This is an optimization exercise on Yosys and OpenROAD, whose aim is small area and a short achievable clock period, not a production implementation. Only simulation tests tie the RTL to the original design; equivalence was not proved.

## flow/config.mk

```make
export PLATFORM = sky130hd
export DESIGN_NAME = fir13_filter
export DESIGN_NICKNAME = fir13_filter
export VERILOG_FILES = /design/flow/design.v
export SDC_FILE = /design/flow/constraint.sdc
export NUM_CORES = 4
export LEC_CHECK = 0
export CAP_MARGIN = 20
export CORE_MARGIN = 2
export CORE_UTILIZATION = 40
export SLEW_MARGIN = 20
```

## flow/constraint.sdc

```tcl
create_clock -name core_clock -period 7.5 [get_ports {clk}]
set_input_delay 1.5000 -clock core_clock [delete_from_list [all_inputs] [get_ports {clk}]]
set_output_delay 1.5000 -clock core_clock [all_outputs]
set_load 0.01 [all_outputs]
```

## flow/design.v

```verilog
`timescale 1ns / 1ps
module fir13_filter(
    input wire clk,
    input wire n_rst,
    input wire signed [7:0] x_in,
    output reg signed [7:0] y_out
);
    wire signed [7:0] h0 = -8'sd24;
    wire signed [7:0] h1 = -8'sd21;
    wire signed [7:0] h2 = 8'sd0;
    wire signed [7:0] h3 = 8'sd37;
    wire signed [7:0] h4 = 8'sd80;
    wire signed [7:0] h5 = 8'sd114;
    wire signed [7:0] h6 = 8'sd127;
    reg signed [7:0] x0, x1, x2, x3, x4, x5, x6, x7, x8, x9, x10, x11, x12;
    always @(posedge clk or negedge n_rst) begin
        if (!n_rst) begin
            x0 <= 0;  x1 <= 0;  x2 <= 0;  x3 <= 0;  x4 <= 0;
            x5 <= 0;  x6 <= 0;  x7 <= 0;  x8 <= 0;  x9 <= 0;
            x10 <= 0; x11 <= 0; x12 <= 0;
        end else begin
            x12 <= x11; x11 <= x10; x10 <= x9; x9 <= x8;
            x8  <= x7;  x7  <= x6;  x6  <= x5; x5 <= x4;
            x4  <= x3;  x3  <= x2;  x2  <= x1; x1 <= x0;
            x0  <= x_in;
        end
    end
    wire signed [8:0] sum0 = x0 + x12;
    wire signed [8:0] sum1 = x1 + x11;
    wire signed [8:0] sum2 = x2 + x10;
    wire signed [8:0] sum3 = x3 + x9;
    wire signed [8:0] sum4 = x4 + x8;
    wire signed [8:0] sum5 = x5 + x7;
    wire signed [16:0] p0 = h0 * sum0;
    wire signed [16:0] p1 = h1 * sum1;
    wire signed [16:0] p2 = h2 * sum2;
    wire signed [16:0] p3 = h3 * sum3;
    wire signed [16:0] p4 = h4 * sum4;
    wire signed [16:0] p5 = h5 * sum5;
    wire signed [16:0] p6 = h6 * x6;
    wire signed [17:0] s1_0 = p0 + p1;
    wire signed [17:0] s1_1 = p2 + p3;
    wire signed [17:0] s1_2 = p4 + p5;
    reg signed [18:0] s2_0, s2_1;
        always @(posedge clk or negedge n_rst) begin
        if (!n_rst) begin
            s2_0 <= 0;
            s2_1 <= 0;
        end else begin
            s2_0 <= s1_0 + s1_1;
            s2_1 <= s1_2 + p6;
        end
    end
    reg signed [19:0] acc ;
    always @(posedge clk or negedge n_rst) begin
        if (!n_rst) begin
            acc <= 0;
        end else begin
            acc <= s2_0 + s2_1;
        end
    end
    wire sign = acc[19];
    wire signed [2:0] acc_top3 = $signed(acc[18:16]);
    wire signed [6:0] acc_mid7 = $signed(acc[15:9]);
    wire signed [7:0] clip_val = $signed({sign, acc_mid7});
    wire signed [7:0] clip;
    assign clip = (sign == 1'b0 && acc_top3 != 3'sb000) ? 8'sd127 :
                (sign == 1'b1 && acc_top3 != 3'sb111) ? -8'sd128 :
                $signed(clip_val);
    always @(posedge clk or negedge n_rst) begin
        if (!n_rst)
            y_out <= 8'd0;
        else
            y_out <= clip;
    end
endmodule
```

## flow/run.sh

```bash
#!/bin/bash
# synth_recipe.tcl (not shown) runs the flow's synth.tcl, then flattens the netlist and writes it again
# the make line also repeats each setting of config.mk as NAME=value (left out here)
make -C /OpenROAD-flow-scripts/flow DESIGN_CONFIG=/design/flow/config.mk WORK_HOME=/design/flow/orfs CLKGATE_MAP_FILE= SYNTH_SCRIPT=/design/flow/synth_recipe.tcl finish
```

==> impl_metrics.yaml <==
status:
  status: "no timing/DRC/antenna violations"
min_path:
  min_path_type: "reg -> reg"
  hold_end: "x11[5]"
  hp-start: "x10[5]"
  min_path_cells: 0
sta:
  setup_viol: 0
  timing.final.crit_share_pct: 95.9
  period_minus_slack_ps: 7190
  finalWorstSetupSlack_ps: 309
  hold_viol_final: 0
  rsz0062_at_grt: "yes"
  skew_ps: 9.89
  whs_ps: 344
  slew_viol_final: 0
  fmax_mhz: 139
  maxSlewHeadroom_pct: 51.2
  tightest_slew_ps: 732
  tns_ps: 0
yosys:
  netlist-cell-type-count: 55
  synth_edf_count: 0
  synthTopCellsByArea: "dfrtp_1, ha_1, fa_1"
  synth_cells: 1279
  synth.top_cell.area_share_pct: 28.9
  synth.most_common_cell: "inv_1"
  synth_top_area_cell: "dfrtp_1"
  synthFlopType: "dfrtp_1"
  synth-seq-cells: 158
  yosysWarnings: 1
  synth_common_cells: "inv_1, ha_1, dfrtp_1, fa_1, xnor2_1"
  synth_async_sr_flop_share_pct: 100
  syn_nets: 1681
  ys_seq_area_share_pct: 28.9
  syn_avg_cell_area_um2: 10.7
  netlist_area_mm2: 0.0137
grt:
  grt_pass1_vias: 8503
  grt_overflow: 0
  grt_use_met2_pct: 23.1
  grt_util_met1_pct: 20.7
  grt.busiest_layer: "met2"
  antenna_found_initial: 0
  gr-usage-met3_pct: 2.37
  grt_pass1_wl_um: 41200
  grt_max_degree: 86
  grt.total_usage_pct: 14.6
floorplan:
  fp-row-count: 67
  coreArea_mm2: 0.0336
  die_height_um: 189
  floorplan.initialDensity_pct: 40.7
  die_w_um: 189
  design.die.area_mm2: 0.0357
  io_pins: 18
cells_and_area:
  syn2layout_area_growth_pct: 10.8
  num-nets-final: 1717
  layout-drive-gt1-share_pct: 5.57
  fill_cells: 3069
  diodes: 0
worst_setup_path:
  ff2ff_setup_slack_ps: 310
  worst-endpoint-required_ps: 7850
  crit_path_end_kind: "flip-flop"
  r2r-start: "x0[0]"
  r2r_end: "s2_0[16]"
  critPathKind: "reg -> reg"
  worstRegToRegCells: 30
  path_common_cell: "fa_1"
  crit_path_top_delay_cell: "fa_1"
  crit_fanout: 5
  cp_top_family: "adder cells"
  max_stage_delay_ps: 520
  critical_path_buf_inv_count: 3
  cp.arrival_ps: 7540
  startpoint_type: "flip-flop"
drt:
  vias: 8162
  via_per_inst: 4.60
  drt-pass1-iter-count: 4
  routed_wl_um: 24200
  antenna_left: 0
  routedWlPerCell_um: 13.6
  drt_iter0_drc: 388
  drcViolationCount: 0
place:
  gp_congestion: 0.821
  io_buffers: 17
  place_ws_ps: 22.4
  dpl.hpwl_um: 20500
cts:
  clk_pin_slew_ps: 70
  cts_hold_buffers: 0
  cts_made_buffers: 17
  clock_latency_ps: 430
  cts_buffer_depth: 2
  cts_sinks: 158
  cts_tree: "done"
  root_buffer: "clkbuf_16"
  htree_levels: 4
job:
  cap_viol_max_count: 0
==> what timing repair did <==
item / CTS / global route
resized for setup: 0 / 26
setup buffers: 0 / 1
setup endpoints to repair: 0 / 9
==> flip-flops by register name, summed over array words and instances (netlist names) <==
signal / count
x0: 8
s2_0: 17
x11: 8
x2: 8
x12: 8
x10: 8
x5: 8
s2_1: 18
x3: 8
y_out: 8
x1: 8
x7: 8
x8: 8
x4: 8
x9: 8
x6: 8
acc: 11
==> per-stage QoR <==
| step | util [%] | cell area, um2 | cells |
|---|---|---|---|
| after floorplan | - | 13700 | 1279 |
| after global placement | 42.9 | 14400 | 1743 |
| after detailed placement | 42.9 | 14400 | 1743 |
| after CTS | 44.7 | 15000 | 1775 |
| after global routing | 45.1 | 15100 | 1776 |
| final | 45.1 | 15100 | 1776 |
==> layout by cell type (no fill, tap or decap), types with 7 or more instances in the layout <==
| master | instances |
|---|---|
| a21o_1 | 26 |
| a21oi_1 | 57 |
| a21oi_2 | 8 |
| clkbuf_16 | 17 |
| clkdlybuf4s50_1 | 16 |
| dfrtp_1 | 158 |
| fa_1 | 123 |
| ha_1 | 263 |
| inv_1 | 292 |
| nand2_1 | 31 |
| nand2b_1 | 7 |
| nand3_1 | 10 |
| nor2_1 | 59 |
| nor2b_1 | 12 |
| nor3_1 | 11 |
| o21a_1 | 11 |
| o21ai_0 | 25 |
| o21bai_1 | 11 |
| xnor2_1 | 65 |
| xor2_1 | 29 |
==> routing by layer <==
| metal | vias to the layer above | part of all wire, % |
|---|---|---|
| li1 | 4154 | - |
| met1 | 3902 | 52 |
| met2 | 78 | 44 |
| met3 | 28 | 2.3 |
| met4 | 0 | 2.0 |
| met5 | - | 0 |
==> cell type report <==
| type | instances | area, um2 | share of cell area, % |
|---|---|---|---|
| inverters | 293 | 1100 | 7.26 |
| repair buffers | 21 | 205 | 1.35 |
| clock inverters | 13 | 146 | 0.967 |
| well taps | 448 | 561 | 3.70 |
| clock buffers | 19 | 453 | 2.99 |
| multi-input cells | 824 | 8730 | 57.6 |
| flip-flops and latches | 158 | 3950 | 26.1 |
==> cell families after synthesis <==
family,synth area share [%]
muxes,0.192
DFF,28.9
adders and majority gates,42.7
and+or+nand+nor,4.98
xor gates and xnor gates,6.34
AOI/OAI and AO/OA,8.68
buffers and inverters,8.15
==> worst max path at each step <==
stage | start | to | slack, ps | cells past startpoint
2_1_floorplan | x0[0] | s2_0[15] | 510 | 28
3_3_place_gp | x0[0] | s2_0[15] | 170 | 28
3_5_place_dp | x0[0] | s2_0[16] | 20 | 30
4_1_cts | x0[0] | s2_0[16] | 1 | 30
5_1_grt | x0[0] | s2_0[15] | -60 | 30
6_report | x0[0] | s2_0[16] | 310 | 30

[re-timing with driven ports]
How much do the figures lean on ideal ports? The routed layout below was timed once more, with nothing changed but the port constraints. Step 1 assumes that a clkbuf_16 drives the clock port and a buf_2 every other input. Step 2 also shifts input and output timing later by t, the mid clock arrival at the registers, as if the neighbouring blocks saw the same clock. a / b / c = no drivers / after step 1 / after step 2; a / b = the first two.
t (ns): 0.474
setup slack, ns: 0.309 / 0.309 / 0.309
worst hold slack (ns): 0.344 / 0.344 / 0.344
worst setup path after step 2: register to register
pins driven straight from the clock port: 1
After both steps setup and hold are still met in this run. The setup slack of this run moves by 0.000 ns with the drivers and by 0.000 ns with both steps.
